This design comes from an exercise in tuning for a short achievable clock period and few clock cycles on the open sky130 flow, not from production work. The clock input has no modelled driver; a real chip could not lean on it and would need a root buffer or a full tree. Power is estimated from default activity; no workload was simulated.

==> inputs of branch maple <==
## TinyMIPS
module TinyMIPS(
    input  wire        clk,
    input  wire        rst,
    input  wire [15:0] data_fromRAM,
    output wire        wrEn,
    output wire [7:0]  addr_toRAM,
    output wire [15:0] data_toRAM
);
clock: 8.0 ns
lec_check: 0
cap_margin: 20
core_margin: 2
core_utilization: 50
place_density: 0.65
setup_slack_margin: 5
slew_margin: 20
synth_hierarchical: 1
standard.sh (not shown) runs the stock make flow with config.mk's settings and CLKGATE_MAP_FILE= SYNTH_SCRIPT=/design/flow/synth_recipe.tcl, a recipe that flattens the netlist after the stock synthesis.
==> flow/flow/run.sh <==
#!/bin/bash
# Standard layout with two changes: the timing repair aims at a larger setup
# margin, and the clock tree is built by flow/cts_tree.tcl (hooked in before
# ORFS's clock_tree_synthesis call) instead of TritonCTS.
HERE=$(pwd)
bash standard.sh SETUP_SLACK_MARGIN=5.45 PRE_CTS_TCL=$HERE/flow/cts_tree.tcl > standard_flow.log 2>&1
==> flow/flow/cts_tree.tcl <==
# Clock tree built here instead of TritonCTS: the clock port drives one
# buffer per quadrant, each of which drives one buffer per grid cell of
# flip-flops in its quadrant (two buffer levels).  The grid is chosen for
# about 20 flip-flops per leaf buffer.
proc build_clock_tree {midbuf leafbuf} {
  set db [ord::get_db]
  set block [ord::get_db_block]
  set clk [$block findNet clk]
  set core [$block getCoreArea]
  set x0 [$core xMin]; set y0 [$core yMin]; set x1 [$core xMax]; set y1 [$core yMax]
  set sinks [$clk getITerms]
  set g [expr {int(ceil(sqrt([llength $sinks] / 16.0)))}]
  if {$g < 2} {set g 2}
  set w [expr {double($x1 - $x0) / $g}]
  set h [expr {double($y1 - $y0) / $g}]
  array set cell {}
  foreach it $sinks {
    set loc [[$it getInst] getLocation]
    set cx [expr {int(([lindex $loc 0] - $x0) / $w)}]
    set cy [expr {int(([lindex $loc 1] - $y0) / $h)}]
    if {$cx >= $g} {set cx [expr {$g - 1}]}; if {$cx < 0} {set cx 0}
    if {$cy >= $g} {set cy [expr {$g - 1}]}; if {$cy < 0} {set cy 0}
    lappend cell($cx,$cy) $it
  }
  # split crowded cells (sorted along x) so no leaf drives more than maxn
  set maxn 22
  array set group {}
  foreach key [lsort [array names cell]] {
    set its $cell($key)
    set n [llength $its]
    if {$n <= $maxn} { set group($key,0) $its; continue }
    set keyed {}
    foreach it $its { lappend keyed [list [lindex [[$it getInst] getLocation] 0] $it] }
    set sorted {}
    foreach e [lsort -integer -index 0 $keyed] { lappend sorted [lindex $e 1] }
    set parts [expr {int(ceil(double($n) / $maxn))}]
    set per [expr {int(ceil(double($n) / $parts))}]
    for {set p 0} {$p < $parts} {incr p} {
      set group($key,$p) [lrange $sorted [expr {$p * $per}] [expr {($p + 1) * $per - 1}]]
    }
  }
  set mm [$db findMaster $midbuf]
  array set qleaves {}
  set k 0
  foreach gkey [lsort [array names group]] {
    set its $group($gkey)
    if {[llength $its] == 0} continue
    set key [join [lrange [split $gkey ,] 0 1] ,]
    set lm [$db findMaster [expr {[llength $its] > 12 ? $leafbuf : "sky130_fd_sc_hd__clkbuf_8"}]]
    set sx 0; set sy 0
    foreach it $its {
      set l [[$it getInst] getLocation]
      set sx [expr {$sx + [lindex $l 0]}]; set sy [expr {$sy + [lindex $l 1]}]
    }
    set n [llength $its]
    set lx [expr {int($sx / $n)}]; set ly [expr {int($sy / $n)}]
    set leaf [odb::dbInst_create $block $lm "clkleaf_$k"]
    $leaf setLocation $lx $ly
    $leaf setPlacementStatus PLACED
    set lnet [odb::dbNet_create $block "clkleafnet_$k"]
    $lnet setSigType CLOCK
    [$leaf findITerm X] connect $lnet
    foreach it $its { $it disconnect; $it connect $lnet }
    lassign [split $key ,] cx cy
    set q "[expr {$cx * 2 / $g}],[expr {$cy * 2 / $g}]"
    lappend qleaves($q) [list $leaf $lx $ly]
    incr k
  }
  set m 0
  foreach q [lsort [array names qleaves]] {
    set sx 0; set sy 0; set tot 0
    foreach e $qleaves($q) {
      lassign $e leaf lx ly
      set sx [expr {$sx + $lx}]; set sy [expr {$sy + $ly}]; incr tot
    }
    set mid [odb::dbInst_create $block $mm "clkmid_$m"]
    $mid setLocation [expr {int($sx / $tot)}] [expr {int($sy / $tot)}]
    $mid setPlacementStatus PLACED
    set mnet [odb::dbNet_create $block "clkmidnet_$m"]
    $mnet setSigType CLOCK
    [$mid findITerm X] connect $mnet
    [$mid findITerm A] connect $clk
    foreach e $qleaves($q) { [[lindex $e 0] findITerm A] connect $mnet }
    incr m
  }
  puts "clock tree: $g x $g grid, $k leaf buffers, $m quadrant buffers"
}

# cts.tcl calls clock_tree_synthesis right after this hook
rename clock_tree_synthesis tritoncts_clock_tree_synthesis
proc clock_tree_synthesis {args} {
  build_clock_tree sky130_fd_sc_hd__clkbuf_16 sky130_fd_sc_hd__clkbuf_16
  set_propagated_clock [all_clocks]
}
==> branch umber (differences from branch maple) <==
==> flow/flow/run.sh (replaced) <==
#!/bin/bash
# Standard layout, with the timing repair aiming at a larger setup margin.
bash standard.sh SETUP_SLACK_MARGIN=5.35 > standard_flow.log 2>&1
removed: flow/flow/cts_tree.tcl
==> branch sierra (differences from branch maple) <==
--- a/flow/design.v
+++ b/flow/design.v
@@ -32,14 +32,29 @@
                 for (i = 15; i >= k; i = i - 1) begin
                     g[i] = g[i] | (p[i] & g[i-k]);
                     p[i] = p[i] & p[i-k];
                 end
             lt16 = g[15];
         end
     endfunction
+    function [17:0] pdoh;
+        input [15:0] w;
+        reg   [3:0]  op;
+        reg          ab, br;
+        reg   [2:0]  xs, ys;
+        begin
+            op = w[15:12];
+            ab = (op == 4'd8) | (op == 4'd9);
+            br = ab | (op == 4'd10);
+            xs = ab ? w[11:9] : w[8:6];
+            ys = (op == 4'd5) ? w[11:9] : ab ? w[8:6] : (op == 4'd10) ? w[11:9] : w[5:3];
+            pdoh = {8'd1 << xs, 8'd1 << ys, (op != 4'd7) & (op <= 4'd10),
+                    (op == 4'd0) | (op == 4'd2) | (op == 4'd3) | (op == 4'd5) | br};
+        end
+    endfunction
     reg  [7:0]  pA;         
     reg  [7:0]  pAi;        
     reg         pWEi;
     reg         pWE;
     reg  [15:0] pDO;
     reg         pF;         
     reg  [7:0]  pNX;        
@@ -51,15 +66,15 @@
     reg  [7:0]  rPC, rNX;
     reg         LAbb;
     reg         rF;         
     reg         cap2;       
     reg         EB0v, EB1v;
     reg  [7:0]  EBA;
     reg  [15:0] EBw0, EBw1;
-    reg  [7:0]  LApc, LApc1;
+    reg  [7:0]  LApc;
     reg  [5:0]  LAimm;
     reg  [7:0]  LAtgtB1;    
     reg  [7:0]  fpc;        
     reg         halted;
     reg         bv;         
     reg  [7:0]  bpc, btg;
     localparam QW = 52;
@@ -77,15 +92,15 @@
     reg         e_srl, e_ld, e_st, e_br, e_beq, e_halt;
     reg  [15:0] eX, eY;
     reg         fxa, fya;   
     reg         fxc, fyc;   
     reg         fxm, fym;   
     reg         fxu, fyu;   
     reg  [5:0]  e_imm;
-    reg  [7:0]  e_pc, e_pc1, e_pc2;
+    reg  [7:0]  e_pc, e_tgt, e_pc1, e_tgt1, e_pc2;
     reg         e_ptk, e_rb;     
     reg  [7:0]  e_pn;            
     reg         e_bk;            
     reg         bV, b_tk, b_ptk, b_sane, b_bk;
     reg  [7:0]  b_alt;           
     reg  [7:0]  b_pc, b_tgt, b_pc1, b_tgt1, b_pc2;
     reg  [15:0] Rres;       
@@ -116,17 +131,14 @@
     wire [7:0]  redir  = b_tk ? b_tgt  : b_pc1;
     wire [7:0]  redir1 = b_tk ? b_tgt1 : b_pc2;
     wire        e_ok     = ev & ~misB;
     wire        e_halt_v = e_ok & e_halt;
     wire        e_mem    = e_ok & (e_ld | e_st);
     wire        sq       = misB | e_halt_v;
     wire [7:0]  maddr    = Xm[7:0] + {2'b00, e_imm};
-    wire [7:0]  e_tgt, e_tgt1;
-    add8m u_et0 (.a(e_pc),  .b({{2{e_imm[5]}}, e_imm}), .s(e_tgt));
-    add8m u_et1 (.a(e_pc1), .b({{2{e_imm[5]}}, e_imm}), .s(e_tgt1));
     wire [15:0] r0, r1, r2, r3, r4, r5, shres, m0n, m1n;
     mul_e  u_mul_e  (.x(Xu), .y(Yu), .srl(e_srl), .r0(r0), .r1(r1), .r2(r2), .r3(r3),
                      .r4(r4), .r5(r5), .sh(shres));
     mul_e2 u_mul_e2 (.r0(MR0), .r1(MR1), .r2(MR2), .r3(MR3), .r4(MR4), .r5(MR5), .sh(SR),
                      .s(m0n), .c(m1n));
     wire [15:0] mres;
     add16m u_mres (.a(M0), .b(M1), .s(mres));
@@ -138,25 +150,16 @@
     wire        r_bb  = r_ok & r_br & ri[5] & ~rBP;      
     wire        r_ab  = (rop == 4'd8) | (rop == 4'd9);   
     wire [2:0]  r_xs  = r_ab ? ri[11:9] : ri[8:6];
     wire [2:0]  r_ys  = (rop == 4'd5) ? ri[11:9] : r_ab ? ri[8:6] :
                         (rop == 4'd10) ? ri[11:9] : ri[5:3];
     wire        r_nx  = (rop != 4'd7) & (rop <= 4'd10);
     wire        r_ny  = (rop == 4'd0) | (rop == 4'd2) | (rop == 4'd3) | (rop == 4'd5) | r_br;
-    wire [QW-1:0] q0;
-    wire [15:0] rx, ry;
-    wire        issue, x0, y0;
-    wire [7:0]  e_wv = e_av | e_lv;
-    dstage #(.QW(QW)) u_d (
-        .q0e(Q[0]), .q1e(Q[1]), .q2e(Q[2]), .q3e(Q[3]), .qh(qh), .q_ne(q_ne), .halted(halted),
-        .rf({RF[7], RF[6], RF[5], RF[4], RF[3], RF[2], RF[1], RF[0]}),
-        .rres(Rres), .lr(LR), .din(data_fromRAM),
-        .rselv(rselv), .dselv(dselv), .lselv(lselv), .bxv(bxv),
-        .ev(ev), .e_lv(e_lv), .e_wv(e_wv),
-        .q0(q0), .rx(rx), .ry(ry), .issue(issue), .x0(x0), .y0(y0));
+    wire [QW-1:0] q0 = ({QW{qh[0]}} & Q[0]) | ({QW{qh[1]}} & Q[1]) |
+                       ({QW{qh[2]}} & Q[2]) | ({QW{qh[3]}} & Q[3]);
     wire [15:0] di   = q0[51:36];
     wire [7:0]  d_pc = q0[35:28];
     wire [7:0]  d_pn = q0[27:20];
     wire        d_rb = q0[1];
     wire        d_bp = q0[0];
     wire [3:0]  dop = di[15:12];
     wire [2:0]  da = di[11:9];
@@ -166,28 +169,58 @@
     wire        d_srl  = (dop == 4'd3);
     wire        d_ld   = (dop == 4'd4);
     wire        d_st   = (dop == 4'd5);
     wire        d_cp   = (dop == 4'd6);
     wire        d_cpi  = (dop == 4'd7);
     wire        d_br   = (dop == 4'd8) | (dop == 4'd9) | (dop == 4'd10);
     wire        d_halt = (dop >= 4'd11);
+    wire [7:0]  xs = q0[19:12];      
+    wire [7:0]  ys = q0[11:4];
     wire        needx = q0[3];
     wire        needy = q0[2];
     wire        d_wr  = d_add | d_addi | d_cp | d_cpi;
     wire        d_long = d_ld | d_mul | d_srl;
+    wire [7:0]  e_wv = e_av | e_lv;
+    wire [7:0]  W0 = ev ? e_wv : 8'd0;
+    wire [7:0]  busy = ev ? (e_lv | (~e_wv & bxv)) : bxv;
+    wire        xstall = needx & |(busy & xs);
+    wire        ystall = needy & |(busy & ys);
+    wire        issue = q_ne & ~xstall & ~ystall & ~halted;
+    wire        x0 = |(xs & W0);
     wire [7:0]  n_w1 = e_ok ? e_wv : 8'd0;                   
     wire [7:0]  n_l1 = e_ok ? e_lv : 8'd0;                   
     wire [7:0]  n_l2 = s1_lv & ~(e_ok ? e_av : 8'd0);        
+    wire        y0 = |(ys & W0);
+    reg  [15:0] rfx, rfy;
+    integer r;
+    always @* begin
+        rfx = 16'd0; rfy = 16'd0;
+        for (r = 0; r < 8; r = r + 1) begin
+            rfx = rfx | (RF[r] & {16{xs[r]}});
+            rfy = rfy | (RF[r] & {16{ys[r]}});
+        end
+    end
+    wire        xr = |(xs & rselv);
+    wire        yr = |(ys & rselv);
+    wire        xd = |(xs & dselv);
+    wire        yd = |(ys & dselv);
+    wire        xl = |(xs & lselv);
+    wire        yl = |(ys & lselv);
+    wire [15:0] rx1 = xr ? Rres : xl ? LR : rfx;
+    wire [15:0] ry1 = yr ? Rres : yl ? LR : rfy;
+    wire [15:0] rx = xd ? data_fromRAM : rx1;
+    wire [15:0] ry = yd ? data_fromRAM : ry1;
+    wire [7:0]  d_tgt = d_pc + {{2{di[5]}}, di[5:0]};
     wire [7:0]  d_pc1 = d_pc + 8'd1;
     wire        bhit  = bv & (bpc == fpc);
     wire [7:0]  fpred = bhit ? btg : fpc + 8'd1;
     wire        room  = ~(q_full | (q_ge3 & (rV | pF)) | (q_ge2 & rV & pF));
     wire [7:0]  LAtgt, la_tgt1;
-    add8m u_lat  (.a(LApc),  .b({{2{LAimm[5]}}, LAimm}), .s(LAtgt));
-    add8m u_lat1 (.a(LApc1), .b({{2{LAimm[5]}}, LAimm}), .s(la_tgt1));
+    add8m u_lat (.a(LApc), .b({{2{LAimm[5]}}, LAimm}), .s(LAtgt));
+    assign la_tgt1 = LAtgt + 8'd1;
     wire [7:0]  EBA1 = EBA + 8'd1;
     wire [7:0]  EBA2 = EBA + 8'd2;
     wire [7:0]  EBA3 = EBA + 8'd3;
     wire        ebhit = b_sane & EB0v & (b_alt == EBA);
     wire        ebf2 = ebhit & EB1v;
     wire        ebf1 = ebhit & ~EB1v;
     wire [7:0]  eb_s  = ebf2 ? EBA2 : ebf1 ? EBA1 : redir;
@@ -214,22 +247,23 @@
     end
     wire [1:0]  am  = misB ? {ebf2, ebf1} : e_halt_v ? 2'd0 : {1'b0, r_ok};
     wire [3:0]  nqh = sq ? qt : issue ? {qh[2:0], qh[3]} : qh;
     wire [3:0]  nqt = am[1] ? {qt[1:0], qt[3:2]} : am[0] ? {qt[2:0], qt[3]} : qt;
     wire [3:0]  qn1 = sq ? 4'd0 : issue ? {1'b0, qn[3:1]} : qn;
     wire [3:0]  nqn = am[1] ? {qn1[1:0], 2'b11} : am[0] ? {qn1[2:0], 1'b1} : qn1;
     wire [3:0]  qt1 = {qt[2:0], qt[3]};
-    wire [17:0] r_pd;
-    predec u_pr (.w(ri), .pd(r_pd));
-    wire [QW-1:0] a_r  = {ri, rPC, rNX, r_pd, r_bb, rBP};
-    wire [17:0] e0_pd, e1_pd;
-    predec u_pe0 (.w(EBw0), .pd(e0_pd));
-    predec u_pe1 (.w(EBw1), .pd(e1_pd));
-    wire [QW-1:0] a_e0 = {EBw0, EBA, EBA1, e0_pd, 2'b00};
-    wire [QW-1:0] a_e1 = {EBw1, EBA1, EBA2, e1_pd, 2'b00};
+    wire [7:0]  r_fa = 8'd1 << ri[11:9];
+    wire [7:0]  r_fb = 8'd1 << ri[8:6];
+    wire [7:0]  r_fc = 8'd1 << ri[5:3];
+    wire        r_yA = (rop == 4'd5) | (rop == 4'd10);
+    wire [7:0]  r_xoh = r_ab ? r_fa : r_fb;
+    wire [7:0]  r_yoh = r_yA ? r_fa : r_ab ? r_fb : r_fc;
+    wire [QW-1:0] a_r  = {ri, rPC, rNX, r_xoh, r_yoh, r_nx, r_ny, r_bb, rBP};
+    wire [QW-1:0] a_e0 = {EBw0, EBA, EBA1, pdoh(EBw0), 2'b00};
+    wire [QW-1:0] a_e1 = {EBw1, EBA1, EBA2, pdoh(EBw1), 2'b00};
     wire [QW-1:0] A0 = misB ? a_e0 : a_r;
     always @(posedge clk) begin
         if (rst) begin
             pA  <= 8'd0;
             pWE <= 1'b0;
         end else begin
             pA  <= nA;
@@ -242,15 +276,15 @@
             pAi  <= 8'd0;
             pWEi <= 1'b0;
         end else begin
             pAi  <= nA;
             pWEi <= e_mem & e_st;
         end
     end
-    integer i, r;
+    integer i;
     always @(posedge clk) begin
         if (rst) begin
             pF <= 1'b1; pNX <= 8'd1; pBP <= 1'b0;
             rV <= 1'b0; LAbb <= 1'b0; rF <= 1'b0; cap2 <= 1'b0;
             EB0v <= 1'b0; EB1v <= 1'b0;
             fpc <= 8'd1; halted <= 1'b0; bv <= 1'b0;
             qh <= 4'd1; qt <= 4'd1; qn <= 4'd0;
@@ -287,15 +321,14 @@
         end
     end
     always @(posedge clk) begin
         rPC <= pAi;
         if (LAbb) begin EBA <= rPC; EBw0 <= data_fromRAM; end
         if (cap2) EBw1 <= data_fromRAM;
         LApc  <= rPC;
-        LApc1 <= rPC + 8'd1;
         LAimm <= ri[5:0];
         LAtgtB1 <= rPC + 8'd1;
         rNX <= pNX;
         rBP <= pBP;
         if (bV & b_tk & b_bk) begin
             bpc <= b_pc; btg <= b_tgt;
         end
@@ -324,15 +357,17 @@
         fxm    <= needx & x0 & (d_ld | d_st);
         fym    <= needy & y0 & d_st;
         fxu    <= needx & x0 & (d_mul | d_srl);
         fyu    <= needy & y0 & (d_mul | d_srl);
         e_imm  <= di[5:0];
         e_bk   <= di[5];
         e_pc   <= d_pc;
+        e_tgt  <= d_tgt;
         e_pc1  <= d_pc1;
+        e_tgt1 <= d_pc1 + {{2{di[5]}}, di[5:0]};
         e_pc2  <= d_pc + 8'd2;
         e_ptk  <= d_br & (d_rb | d_bp);
         e_rb   <= d_rb;
         e_pn   <= d_pn;
         b_tk   <= e_br & taken;
         b_ptk  <= e_ptk;
         b_alt  <= e_ptk ? e_pc1 : e_tgt;
@@ -438,66 +473,7 @@
             for (i = 7; i >= k; i = i - 1) begin
                 g[i] = g[i] | (p[i] & g[i-k]);
                 p[i] = p[i] & p[i-k];
             end
     end
     assign s = (a ^ b) ^ {g[6:0], 1'b0};
 endmodule
-module predec(input wire [15:0] w, output wire [17:0] pd);
-    wire [3:0] op = w[15:12];
-    wire [7:0] fa = 8'd1 << w[11:9];
-    wire [7:0] fb = 8'd1 << w[8:6];
-    wire [7:0] fc = 8'd1 << w[5:3];
-    wire       ab = (op == 4'd8) | (op == 4'd9);
-    wire       ya = (op == 4'd5) | (op == 4'd10);
-    wire       br = ab | (op == 4'd10);
-    wire [7:0] xoh = ab ? fa : fb;
-    wire [7:0] yoh = ya ? fa : ab ? fb : fc;
-    wire       nx = (op != 4'd7) & (op <= 4'd10);
-    wire       ny = (op == 4'd0) | (op == 4'd2) | (op == 4'd3) | (op == 4'd5) | br;
-    assign pd = {xoh, yoh, nx, ny};
-endmodule
-module dstage #(parameter QW = 52) (
-    input  wire [QW-1:0] q0e, q1e, q2e, q3e,
-    input  wire [3:0]    qh,
-    input  wire          q_ne, halted,
-    input  wire [127:0]  rf,
-    input  wire [15:0]   rres, lr, din,
-    input  wire [7:0]    rselv, dselv, lselv, bxv,
-    input  wire          ev,
-    input  wire [7:0]    e_lv, e_wv,
-    output wire [QW-1:0] q0,
-    output wire [15:0]   rx, ry,
-    output wire          issue, x0, y0);
-    assign q0 = ({QW{qh[0]}} & q0e) | ({QW{qh[1]}} & q1e) |
-                ({QW{qh[2]}} & q2e) | ({QW{qh[3]}} & q3e);
-    wire [7:0]  xs = q0[19:12];      
-    wire [7:0]  ys = q0[11:4];
-    wire        needx = q0[3];
-    wire        needy = q0[2];
-    wire [7:0]  w0   = ev ? e_wv : 8'd0;
-    wire [7:0]  busy = ev ? (e_lv | (~e_wv & bxv)) : bxv;
-    wire        xstall = needx & |(busy & xs);
-    wire        ystall = needy & |(busy & ys);
-    assign issue = q_ne & ~xstall & ~ystall & ~halted;
-    assign x0 = |(xs & w0);
-    assign y0 = |(ys & w0);
-    reg  [15:0] rfx, rfy;
-    integer r;
-    always @* begin
-        rfx = 16'd0; rfy = 16'd0;
-        for (r = 0; r < 8; r = r + 1) begin
-            rfx = rfx | (rf[16*r +: 16] & {16{xs[r]}});
-            rfy = rfy | (rf[16*r +: 16] & {16{ys[r]}});
-        end
-    end
-    wire        xr = |(xs & rselv);
-    wire        yr = |(ys & rselv);
-    wire        xd = |(xs & dselv);
-    wire        yd = |(ys & dselv);
-    wire        xl = |(xs & lselv);
-    wire        yl = |(ys & lselv);
-    wire [15:0] rx1 = xr ? rres : xl ? lr : rfx;
-    wire [15:0] ry1 = yr ? rres : yl ? lr : rfy;
-    assign rx = xd ? din : rx1;
-    assign ry = yd ? din : ry1;
-endmodule
==> results.py <==
metrics = {
    "power": {
        "p_comb_mw": 13.1,
        "pwr_density_cell_nw_per_um2": 439,
    },
    "worst_setup_path": {
        "worst_path_largest_cell_delay_ns": 0.40,
        "cp_cell_sequence": "clkbuf_16 -> a22oi_2 -> nand2_2 -> buf_12 -> a22oi_2 -> nand4_1 -> a221oi_2 -> buf_4 -> mux2i_4 -> a211oi_1 -> a21oi_1 -> nor2_1",
        "crit_end": "qn[0]",
    },
    "logic_synthesis": {
        "synth.top_cell.area_share_pct": 23.8,
        "ys_top_cells_by_area": "edfxtp_1 24%, dfxtp_1 20%, mux2_2 7.0%",
        "synthTopCellsByCount": "498 x dfxtp_1, 485 x nand2_1, 392 x edfxtp_1",
        "synthXorXnorAreaFrac_pct": 3.37,
        "synthAdderAreaFrac_pct": 5.96,
    },
    "clocking": {
        "clk_pin_slew_ns": 0.07,
        "cts_setup_buffers": 96,
    },
    "cells_and_area": {
        "inverters": 105,
    },
    "global_route": {
        "grt.met3_usage_pct": 9.20,
    },
    "run_status": {
        "status": "no timing/DRC/antenna violations",
    },
    "routing": {
        "m1WireLength_um": 70300,
    },
    "worst_hold_path": {
        "min_to": "b_pc2[3]",
    },
}
(the above is from branch umber)
==> results.py <==
metrics = {
    "logic_synthesis": {
        "synthTopCellsByCount": "514 x dfxtp_1, 398 x nand2_1, 396 x nor2_1",
        "synth.top_cell.area_share_pct": 24.5,
    },
    "worst_setup_path": {
        "crit_end": "Q[1][7]",
        "cp_cell_sequence": "buf_2 -> or3b_4 -> o211ai_1 -> o21ai_1 -> o22ai_2 -> nand2_1 -> o21ai_1",
    },
    "global_route": {
        "grt.met3_usage_pct": 6.54,
    },
    "clocking": {
        "cts_setup_buffers": 163,
    },
    "run_status": {
        "status": "no timing/DRC/antenna violations",
    },
    "cells_and_area": {
        "inverters": 93,
    },
    "power": {
        "pwr_density_cell_nw_per_um2": 406,
        "p_comb_mw": 13.1,
    },
    "worst_hold_path": {
        "min_to": "b_tgt1[5]",
    },
    "routing": {
        "m1WireLength_um": 66200,
    },
}
(the above is from branch sierra)
==> results.py <==
metrics = {
    "cells_and_area": {
        "inverters": 105,
        "layout-drive-gt1-share_pct": 24.9,
    },
    "logic_synthesis": {
        "synth.top_cell.area_share_pct": 23.8,
        "syn_avg_cell_area_um2": 10.2,
        "synthAdderAreaFrac_pct": 5.96,
        "ys_top_cells_by_area": "edfxtp_1 24%, dfxtp_1 20%, mux2_2 7.0%",
    },
    "worst_setup_path": {
        "crit_end": "Q[1][17]",
        "worst_path_largest_cell_delay_ns": 0.42,
        "cp_cell_sequence": "buf_8 -> buf_12 -> buf_12 -> or3b_4 -> buf_12 -> mux2i_1 -> mux2i_2 -> o21ai_1",
    },
    "worst_hold_path": {
        "min_to": "b_pc2[3]",
    },
    "power": {
        "p_comb_mw": 14.2,
        "pwr_density_cell_nw_per_um2": 427,
    },
    "clocking": {
        "clk_pin_slew_ns": 0.08,
        "cts_setup_buffers": 146,
    },
    "routing": {
        "m1WireLength_um": 70400,
    },
    "global_route": {
        "grt.met3_usage_pct": 7.78,
    },
    "run_status": {
        "status": "no timing/DRC/antenna violations",
    },
}
(the above is from branch maple)
No functional check of the RTL was part of any run of this note. The clock cells of branch maple and branch sierra come from the design's own scripts or RTL, not from TritonCTS.

==> separate check: timing with driven ports <==
In the flow no input, the clock included, has a driving cell. The finished layouts below were timed again as built, in two steps. Step 1, drivers: a clkbuf_16 drives clk and a buf_2 each remaining input, both assumed. Step 2 times the ports against the registers' clock, not the clock port: input delays grow and output delays shrink by t, the midpoint of the rising clock arrivals with the driver on. a / b / c = ideal ports / drivers / drivers and shift; a / b = the first two.
run | t, ns | slack for setup (ns) | worst hold slack (ns) | pins driven straight from the clock port
branch maple | 0.624 | 5.122 / 5.248 / 4.624 | 0.332 / 0.332 / 0.332 | 4
branch umber | 0.752 | 5.158 / 5.158 / 4.514 | 0.325 / 0.325 / 0.325 | 1
branch sierra | 0.620 | 5.199 / 5.230 / 4.631 | 0.328 / 0.328 / 0.328 | 4
After both steps every run listed still meets setup and hold. For branch umber, which loses most, drivers alone change the setup slack by 0.000 ns; drivers and shift together by -0.644 ns.
